Background: an optimization exercise with open tools, aiming at small area, a short achievable clock period and few clock cycles per item. Do not read the settings as production practice. At most, simulation tests tie the RTL to the original design; equivalence was not proved.

==> v24 <==
==> flow/design.v <==
module radix4_table;
endmodule
module pre_processing (
input  [31:0] dividend,
input  [31:0] divisor,
output [4:0]  lz_a,
output [4:0]  lz_d,
output        early,
input  [4:0]  lza_reg,
input  [4:0]  lzd_reg,
input  [31:0] d,
output [4:0]  k,
output [31:0] d_shl
);
function [4:0] clz32;
	input [31:0] x;
	integer i;
	begin
		clz32 = 5'd31;
		for (i = 1; i < 32; i = i + 1)
			if (x[i]) clz32 = 5'd31 - i[4:0];
	end
endfunction
assign lz_a = clz32(dividend);
assign lz_d = clz32(divisor);
reg [31:0] d_smear;
integer j;
always @(*) begin
	d_smear[31] = divisor[31];
	for (j = 30; j >= 0; j = j - 1)
		d_smear[j] = d_smear[j+1] | divisor[j];
end
assign early = ~|(dividend & ~{1'b0, d_smear[31:1]});
assign k     = lzd_reg - lza_reg;
assign d_shl = d << k;
endmodule
module on_the_fly_conversion;
endmodule
module srt_4_div#(
parameter DW = 32)(
input 				clk,
input 				rst_n,
input				start,
input[DW-1:0]		dividend,
input[DW-1:0] 		divisor,
output[DW-1:0] 		quotient,
output[DW-1:0] 		reminder,
output				divfinish,
output				diverror
);
reg st_prep, st_iter, st_fin;
reg [DW-1:0] r_reg;      
reg [DW-1:0] d_reg;      
reg [DW-1:0] q_reg;      
reg [4:0]    cnt;        
reg [4:0]    lza_reg, lzd_reg;
reg          dz_reg;
wire [4:0]    lz_a, lz_d;
wire          early;
wire [4:0]    k;
wire [DW-1:0] d_shl;
pre_processing u1 (
	.dividend(dividend),
	.divisor(divisor),
	.lz_a(lz_a),
	.lz_d(lz_d),
	.early(early),
	.lza_reg(lza_reg),
	.lzd_reg(lzd_reg),
	.d(d_reg),
	.k(k),
	.d_shl(d_shl)
);
wire [DW-1:0] diff;
wire          q_bit;
sub_bk u4 (
	.a(r_reg),
	.b(d_reg),
	.diff(diff),
	.ge(q_bit)
);
wire last = (cnt == 5'd0);
wire idle = ~(st_prep | st_iter | st_fin);
always @(posedge clk, negedge rst_n)
begin
	if (!rst_n) begin
		st_prep <= 1'b0;
		st_iter <= 1'b0;
		st_fin  <= 1'b0;
	end else begin
		st_prep <= start & ~early;
		st_iter <= st_prep | (st_iter & ~last);
		st_fin  <= (start & early) | (st_iter & last);
	end
end
always @(posedge clk)
begin
	lza_reg <= lz_a;
	lzd_reg <= lz_d;
	if (idle) begin
		r_reg  <= dividend;
		d_reg  <= divisor;
		q_reg  <= {DW{1'b0}};
		dz_reg <= ~|divisor;
	end else if (st_prep) begin
		d_reg <= d_shl;
		cnt   <= k;
	end else if (st_iter) begin
		if (q_bit)
			r_reg <= diff;
		d_reg <= {1'b0, d_reg[DW-1:1]};
		q_reg <= {q_reg[DW-2:0], q_bit};
		cnt   <= cnt - 5'd1;
	end
end
assign quotient  = q_reg;
assign reminder  = r_reg;
assign divfinish = st_fin;
assign diverror  = dz_reg;
endmodule
module sub_bk (
input  [31:0] a,
input  [31:0] b,
output [31:0] diff,
output        ge
);
wire [31:0] p0 = a ^ ~b;
wire [31:0] g0 = a & ~b;
reg [32:0] g, p;
integer i, s;
always @(*) begin
	g[0] = 1'b1;
	p[0] = 1'b0;
	for (i = 0; i < 32; i = i + 1) begin
		g[i+1] = g0[i];
		p[i+1] = p0[i];
	end
	for (s = 1; s < 64; s = s * 2)
		for (i = 2*s-1; i <= 32; i = i + 2*s) begin
			g[i] = g[i] | (p[i] & g[i-s]);
			p[i] = p[i] & p[i-s];
		end
	for (s = 32; s >= 1; s = s / 2)
		for (i = 3*s-1; i <= 32; i = i + 2*s) begin
			g[i] = g[i] | (p[i] & g[i-s]);
			p[i] = p[i] & p[i-s];
		end
end
assign diff = p0 ^ g[31:0];
assign ge   = g[32];
endmodule
==> flow/flow/run.sh <==
#!/bin/bash
# Standard ORFS layout (the standard.sh) with extra make variables, one
# per line in flow/args.txt: e.g. a setup repair margin aimed past the clock
# period, and the cell used for the port buffers.
set -euo pipefail
HERE=$(dirname "$0")
mapfile -t EXTRA < <(grep -v '^\s*$' "$HERE/args.txt")
bash standard.sh "${EXTRA[@]}" finish > make_finish.log 2>&1
==> flow/flow/args.txt <==
SETUP_SLACK_MARGIN=6
BUFFER_PORTS_ARGS=-buffer_cell sky130_fd_sc_hd__buf_1
==> flow/standard.sh <==
#!/bin/bash
# synth_recipe.tcl (not shown) runs the flow's synth.tcl, then flattens the netlist and writes it again
# the make line also repeats each setting of config.mk as NAME=value (left out here)
make -C /OpenROAD-flow-scripts/flow DESIGN_CONFIG=/design/flow/config.mk WORK_HOME=/design/flow/orfs CLKGATE_MAP_FILE= SYNTH_SCRIPT=/design/flow/synth_recipe.tcl "${@:-finish}"
==> flow/config.mk <==
export PLATFORM = sky130hd
export DESIGN_NAME = srt_4_div
export DESIGN_NICKNAME = srt_4_div
export VERILOG_FILES = /design/flow/design.v
export SDC_FILE = /design/flow/constraint.sdc
export NUM_CORES = 4
export LEC_CHECK = 0
export CAP_MARGIN = 20
export CORE_MARGIN = 2
export CORE_UTILIZATION = 60
export SLEW_MARGIN = 20
==> flow/constraint.sdc <==
create_clock -name core_clock -period 10.0 [get_ports {clk}]
set_input_delay 2.0000 -clock core_clock [delete_from_list [all_inputs] [get_ports {clk}]]
set_output_delay 2.0000 -clock core_clock [all_outputs]
set_load 0.01 [all_outputs]
==> inputs of v14, as changes to v24 <==
--- a/flow/design.v
+++ b/flow/design.v
@@ -9,8 +9,9 @@
 input  [4:0]  lza_reg,
 input  [4:0]  lzd_reg,
 input  [31:0] d,
+input         prep,
 output [4:0]  k,
-output [31:0] d_shl
+output [31:0] d_rot
 );
 function [4:0] clz32;
 	input [31:0] x;
@@ -23,16 +24,35 @@
 endfunction
 assign lz_a = clz32(dividend);
 assign lz_d = clz32(divisor);
-reg [31:0] d_smear;
-integer j;
-always @(*) begin
-	d_smear[31] = divisor[31];
-	for (j = 30; j >= 0; j = j - 1)
-		d_smear[j] = d_smear[j+1] | divisor[j];
-end
-assign early = ~|(dividend & ~{1'b0, d_smear[31:1]});
-assign k     = lzd_reg - lza_reg;
-assign d_shl = d << k;
+wire [7:0] d_nib;
+wire [7:0] d_hi;      
+wire [7:0] bad;
+genvar g;
+generate
+	for (g = 0; g < 8; g = g + 1) begin : nib
+		wire [3:0] a4 = dividend[4*g+3:4*g];
+		wire [3:0] d4 = divisor[4*g+3:4*g];
+		assign d_nib[g] = |d4;
+		wire [3:0] above = {1'b0, d4[3], |d4[3:2], |d4[3:1]};
+		assign bad[g] = |(a4 & ~above) & ~d_hi[g];
+	end
+endgenerate
+assign d_hi[7] = 1'b0;
+assign d_hi[6] = d_nib[7];
+assign d_hi[5] = |d_nib[7:6];
+assign d_hi[4] = |d_nib[7:5];
+assign d_hi[3] = |d_nib[7:4];
+assign d_hi[2] = |d_nib[7:3];
+assign d_hi[1] = |d_nib[7:2];
+assign d_hi[0] = |d_nib[7:1];
+assign early = ~|bad;
+assign k = lzd_reg - lza_reg;
+wire [4:0]  amt = k | {5{~prep}};
+wire [31:0] s0 = amt[0] ? {d[30:0],  d[31]}     : d;
+wire [31:0] s1 = amt[1] ? {s0[29:0], s0[31:30]} : s0;
+wire [31:0] s2 = amt[2] ? {s1[27:0], s1[31:28]} : s1;
+wire [31:0] s3 = amt[3] ? {s2[23:0], s2[31:24]} : s2;
+assign d_rot   = amt[4] ? {s3[15:0], s3[31:16]} : s3;
 endmodule
 module on_the_fly_conversion;
 endmodule
@@ -58,7 +78,7 @@
 wire [4:0]    lz_a, lz_d;
 wire          early;
 wire [4:0]    k;
-wire [DW-1:0] d_shl;
+wire [DW-1:0] d_rot;
 pre_processing u1 (
 	.dividend(dividend),
 	.divisor(divisor),
@@ -68,8 +88,9 @@
 	.lza_reg(lza_reg),
 	.lzd_reg(lzd_reg),
 	.d(d_reg),
+	.prep(st_prep),
 	.k(k),
-	.d_shl(d_shl)
+	.d_rot(d_rot)
 );
 wire [DW-1:0] diff;
 wire          q_bit;
@@ -97,21 +118,13 @@
 begin
 	lza_reg <= lz_a;
 	lzd_reg <= lz_d;
-	if (idle) begin
-		r_reg  <= dividend;
-		d_reg  <= divisor;
-		q_reg  <= {DW{1'b0}};
+	if (idle | (st_iter & q_bit))
+		r_reg <= idle ? dividend : diff;
+	d_reg <= idle ? divisor : d_rot;
+	q_reg <= idle ? {DW{1'b0}} : {q_reg[DW-2:0], q_bit & st_iter};
+	cnt <= st_prep ? k : cnt - 5'd1;
+	if (idle)
 		dz_reg <= ~|divisor;
-	end else if (st_prep) begin
-		d_reg <= d_shl;
-		cnt   <= k;
-	end else if (st_iter) begin
-		if (q_bit)
-			r_reg <= diff;
-		d_reg <= {1'b0, d_reg[DW-1:1]};
-		q_reg <= {q_reg[DW-2:0], q_bit};
-		cnt   <= cnt - 5'd1;
-	end
 end
 assign quotient  = q_reg;
 assign reminder  = r_reg;
==> flow/flow/args.txt (replaced) <==
SETUP_SLACK_MARGIN=6.8
BUFFER_PORTS_ARGS=-buffer_cell sky130_fd_sc_hd__buf_1
RECOVER_POWER=100
--- a/flow/config.mk
+++ b/flow/config.mk
@@ -8,4 +8,5 @@
 export CAP_MARGIN = 20
 export CORE_MARGIN = 2
 export CORE_UTILIZATION = 60
+export CTS_BUF_LIST = sky130_fd_sc_hd__clkbuf_8
 export SLEW_MARGIN = 20
==> impl_results.md <==
* Status: complete, no violations
* Vias in the first global route at 7131
* Data arrival, critical path at just under 4 ns
* Most common cell after layout, fill and taps aside: buf_1
* Number of non-clock buffers in the layout at 145
* Post-synth EDFFs at 70
* Clock buf/inv share at 0.0593
* Relative slew slack at 0.344
Source of the figures above: v24

==> impl_results.md <==
* Clock buf/inv share at 0.0423
* # Max-Cap Violations at 5
* Layout Check Fails: capacitance limit, slew limit
* Max Transition Viols Final at 267
* Status: failed layout checks
Source of the figures above: v14

Testbench counts of v14, summed over its fixed seeds: cycles 27,282, divisions 3,200.
No functional check of the RTL was part of v24.

---

==> run K: inputs <==
Starts from the design.v that is shown in full above.
clock: 10.0 ns
lec_check: 0
cap_margin: 20
core_margin: 2
core_utilization: 60
slew_margin: 20
standard.sh (not shown) runs the stock make flow with config.mk's settings and CLKGATE_MAP_FILE= SYNTH_SCRIPT=/design/flow/synth_recipe.tcl, a recipe that flattens the netlist after the stock synthesis.
==> flow/flow/run.sh <==
#!/bin/bash
# Standard ORFS layout (the standard.sh) with extra make variables, one
# per line in flow/args.txt: e.g. a setup repair margin aimed past the clock
# period, and the cell used for the port buffers.
set -euo pipefail
HERE=$(dirname "$0")
mapfile -t EXTRA < <(grep -v '^\s*$' "$HERE/args.txt")
bash standard.sh "${EXTRA[@]}" finish > make_finish.log 2>&1
==> flow/flow/args.txt <==
SETUP_SLACK_MARGIN=6.5
BUFFER_PORTS_ARGS=-buffer_cell sky130_fd_sc_hd__buf_1
==> run G: changes against run K <==
==> flow/design.v, changed modules only <==
module pre_processing (
input  [31:0] dividend,
input  [31:0] divisor,
output [4:0]  lz_a,
output [4:0]  lz_d,
output        early,
input  [4:0]  lza_reg,
input  [4:0]  lzd_reg,
input  [31:0] d,
input         prep,
output [4:0]  k,
output [31:0] d_rot
);
function [4:0] clz32;
	input [31:0] x;
	integer i;
	begin
		clz32 = 5'd31;
		for (i = 1; i < 32; i = i + 1)
			if (x[i]) clz32 = 5'd31 - i[4:0];
	end
endfunction
assign lz_a = clz32(dividend);
assign lz_d = clz32(divisor);
wire [7:0] d_nib;
wire [7:0] d_hi;      
wire [7:0] bad;
genvar g;
generate
	for (g = 0; g < 8; g = g + 1) begin : nib
		wire [3:0] a4 = dividend[4*g+3:4*g];
		wire [3:0] d4 = divisor[4*g+3:4*g];
		assign d_nib[g] = |d4;
		wire [3:0] above = {1'b0, d4[3], |d4[3:2], |d4[3:1]};
		assign bad[g] = |(a4 & ~above) & ~d_hi[g];
	end
endgenerate
assign d_hi[7] = 1'b0;
assign d_hi[6] = d_nib[7];
assign d_hi[5] = |d_nib[7:6];
assign d_hi[4] = |d_nib[7:5];
assign d_hi[3] = |d_nib[7:4];
assign d_hi[2] = |d_nib[7:3];
assign d_hi[1] = |d_nib[7:2];
assign d_hi[0] = |d_nib[7:1];
assign early = ~|bad;
assign k = lzd_reg - lza_reg;
wire [4:0]  amt = k | {5{~prep}};
wire [31:0] s0 = amt[0] ? {d[30:0],  d[31]}     : d;
wire [31:0] s1 = amt[1] ? {s0[29:0], s0[31:30]} : s0;
wire [31:0] s2 = amt[2] ? {s1[27:0], s1[31:28]} : s1;
wire [31:0] s3 = amt[3] ? {s2[23:0], s2[31:24]} : s2;
assign d_rot   = amt[4] ? {s3[15:0], s3[31:16]} : s3;
endmodule
module srt_4_div#(
parameter DW = 32)(
input 				clk,
input 				rst_n,
input				start,
input[DW-1:0]		dividend,
input[DW-1:0] 		divisor,
output[DW-1:0] 		quotient,
output[DW-1:0] 		reminder,
output				divfinish,
output				diverror
);
reg st_prep, st_iter, st_fin;
reg [DW-1:0] r_reg;      
reg [DW-1:0] d_reg;      
reg [DW-1:0] q_reg;      
reg [4:0]    cnt;        
reg [4:0]    lza_reg, lzd_reg;
reg          dz_reg;
wire [4:0]    lz_a, lz_d;
wire          early;
wire [4:0]    k;
wire [DW-1:0] d_rot;
pre_processing u1 (
	.dividend(dividend),
	.divisor(divisor),
	.lz_a(lz_a),
	.lz_d(lz_d),
	.early(early),
	.lza_reg(lza_reg),
	.lzd_reg(lzd_reg),
	.d(d_reg),
	.prep(st_prep),
	.k(k),
	.d_rot(d_rot)
);
wire [DW-1:0] diff;
wire          q_bit;
sub_bk u4 (
	.a(r_reg),
	.b(d_reg),
	.diff(diff),
	.ge(q_bit)
);
wire last = (cnt == 5'd0);
wire idle = ~(st_prep | st_iter | st_fin);
always @(posedge clk, negedge rst_n)
begin
	if (!rst_n) begin
		st_prep <= 1'b0;
		st_iter <= 1'b0;
		st_fin  <= 1'b0;
	end else begin
		st_prep <= start & ~early;
		st_iter <= st_prep | (st_iter & ~last);
		st_fin  <= (start & early) | (st_iter & last);
	end
end
always @(posedge clk)
begin
	lza_reg <= lz_a;
	lzd_reg <= lz_d;
	if (idle | (st_iter & q_bit))
		r_reg <= idle ? dividend : diff;
	d_reg <= idle ? divisor : d_rot;
	q_reg <= idle ? {DW{1'b0}} : {q_reg[DW-2:0], q_bit & st_iter};
	cnt <= st_prep ? k : cnt - 5'd1;
	if (idle)
		dz_reg <= ~|divisor;
end
assign quotient  = q_reg;
assign reminder  = r_reg;
assign divfinish = st_fin;
assign diverror  = dz_reg;
endmodule
==> flow/flow/args.txt (replaced) <==
SETUP_SLACK_MARGIN=6.7
BUFFER_PORTS_ARGS=-buffer_cell sky130_fd_sc_hd__buf_1
- CORE_UTILIZATION: 60 -> 65
- CTS_BUF_LIST: unset -> sky130_fd_sc_hd__clkbuf_8
==> run Z: changes against run K <==
==> flow/design.v, changed modules only <==
module pre_processing (
input  [31:0] a,
input  [31:0] d,
output [5:0]  lz_a,
output [5:0]  lz_d,
output [5:0]  k,
output [31:0] d_shl
);
function [5:0] clz32;
	input [31:0] x;
	integer i;
	begin
		clz32 = 6'd32;
		for (i = 0; i < 32; i = i + 1)
			if (x[i]) clz32 = 6'd31 - i[5:0];
	end
endfunction
assign lz_a = clz32(a);
assign lz_d = clz32(d);
assign k    = lz_d - lz_a;
assign d_shl = d << k[4:0];
endmodule
module srt_4_div#(
parameter DW = 32)(
input 				clk,
input 				rst_n,
input				start,
input[DW-1:0]		dividend,
input[DW-1:0] 		divisor,
output[DW-1:0] 		quotient,
output[DW-1:0] 		reminder,
output				divfinish,
output				diverror
);
reg st_prep, st_iter, st_fin;
reg [DW-1:0] r_reg;      
reg [DW-1:0] d_reg;      
reg [DW-1:0] q_reg;      
reg [4:0]    cnt;
reg          dz_reg;
wire [5:0] lz_a, lz_d;
wire [DW-1:0] d_shl;
wire [5:0] k;
wire       k_neg;
pre_processing u1 (
	.a(r_reg),
	.d(d_reg),
	.lz_a(lz_a),
	.lz_d(lz_d),
	.k(k),
	.d_shl(d_shl)
);
assign k_neg = k[5];
wire d_zero = lz_d[5];
wire [DW:0] diff = {1'b0, r_reg} - {1'b0, d_reg};
wire        q_bit = ~diff[DW];
wire last = (cnt == 5'd0);
always @(posedge clk, negedge rst_n)
begin
	if (!rst_n) begin
		st_prep <= 1'b0;
		st_iter <= 1'b0;
		st_fin  <= 1'b0;
	end else begin
		st_prep <= start;
		st_iter <= (st_prep & ~k_neg & ~d_zero) | (st_iter & ~last);
		st_fin  <= (st_prep & (k_neg | d_zero)) | (st_iter & last);
	end
end
always @(posedge clk)
begin
	if (start) begin
		r_reg <= dividend;
		d_reg <= divisor;
		q_reg <= {DW{1'b0}};
	end else if (st_prep) begin
		d_reg  <= d_shl;
		cnt    <= k[4:0];
		dz_reg <= d_zero;
	end else if (st_iter) begin
		if (q_bit)
			r_reg <= diff[DW-1:0];
		d_reg <= {1'b0, d_reg[DW-1:1]};
		q_reg <= {q_reg[DW-2:0], q_bit};
		cnt   <= cnt - 5'd1;
	end
end
assign quotient  = q_reg;
assign reminder  = r_reg;
assign divfinish = st_fin;
assign diverror  = dz_reg;
endmodule
// module sub_bk removed
==> flow/run.sh (new file) <==
#!/bin/bash
# synth_recipe.tcl (not shown) runs the flow's synth.tcl, then flattens the netlist and writes it again
# the make line also repeats each setting of config.mk as NAME=value (left out here)
make -C /OpenROAD-flow-scripts/flow DESIGN_CONFIG=/design/flow/config.mk WORK_HOME=/design/flow/orfs CLKGATE_MAP_FILE= SYNTH_SCRIPT=/design/flow/synth_recipe.tcl finish
- ABC_CLOCK_PERIOD_IN_PS: unset -> 3000
- CORE_UTILIZATION: 60 -> 40
- SETUP_SLACK_MARGIN: unset -> 5
removed: flow/flow/run.sh
removed: flow/flow/args.txt
removed: flow/standard.sh
==> comparison <==
Non-clock buffer count: run Z < run G < run K.
In run K the final area is larger than in run G, by about 11%.
Of run K and run G, run K has the higher cell count (gap about 12%, measured against run G).
Between run G and run Z, the lower first-iteration DRC count is in run Z (gap 23%, measured against run Z).
Routed wire length: run G is lower than run Z (about 6%).
Testbench counts of run G, summed over its fixed seeds: cycles 27,282, divisions 3,200.
Testbench counts of run Z, summed over its fixed seeds: cycles 28,792, divisions 3,200.
No functional check of the RTL was part of run K.

## re-timing with driven ports
In the flow no input, the clock included, has a driving cell. The finished layouts below were timed again as built, in two steps. Step 1: set_driving_cell puts a clkbuf_16 on clk and a buf_2 on each other input, an assumption about the parent block. Step 2 moves the port delays by t, midway between the first and last clock arrival at a register: inputs arrive t later, outputs are due t later. That takes back most of the time a late clock gives input paths. Slacks: ideal / step 1 / step 2; pairs: ideal / step 1.
run	t (ns)	setup WS [ns]	slew at the worst register clock pin (ns)	pins driven straight from the clock port
v24	0.463	6.237 / 6.237 / 5.933	0.06 / 0.06	1
v14	0.499	4.053 / 4.053 / 4.053	0.09 / 0.09	1
run K	0.461	6.545 / 6.553 / 6.105	0.06 / 0.06	1
run G	0.487	6.705 / 6.718 / 6.231	0.08 / 0.08	1
run Z	0.411	5.230 / 5.230 / 5.230	0.09 / 0.09	1
For run G, which loses most, drivers alone change the setup slack by +0.013 ns; drivers and shift together by -0.474 ns.
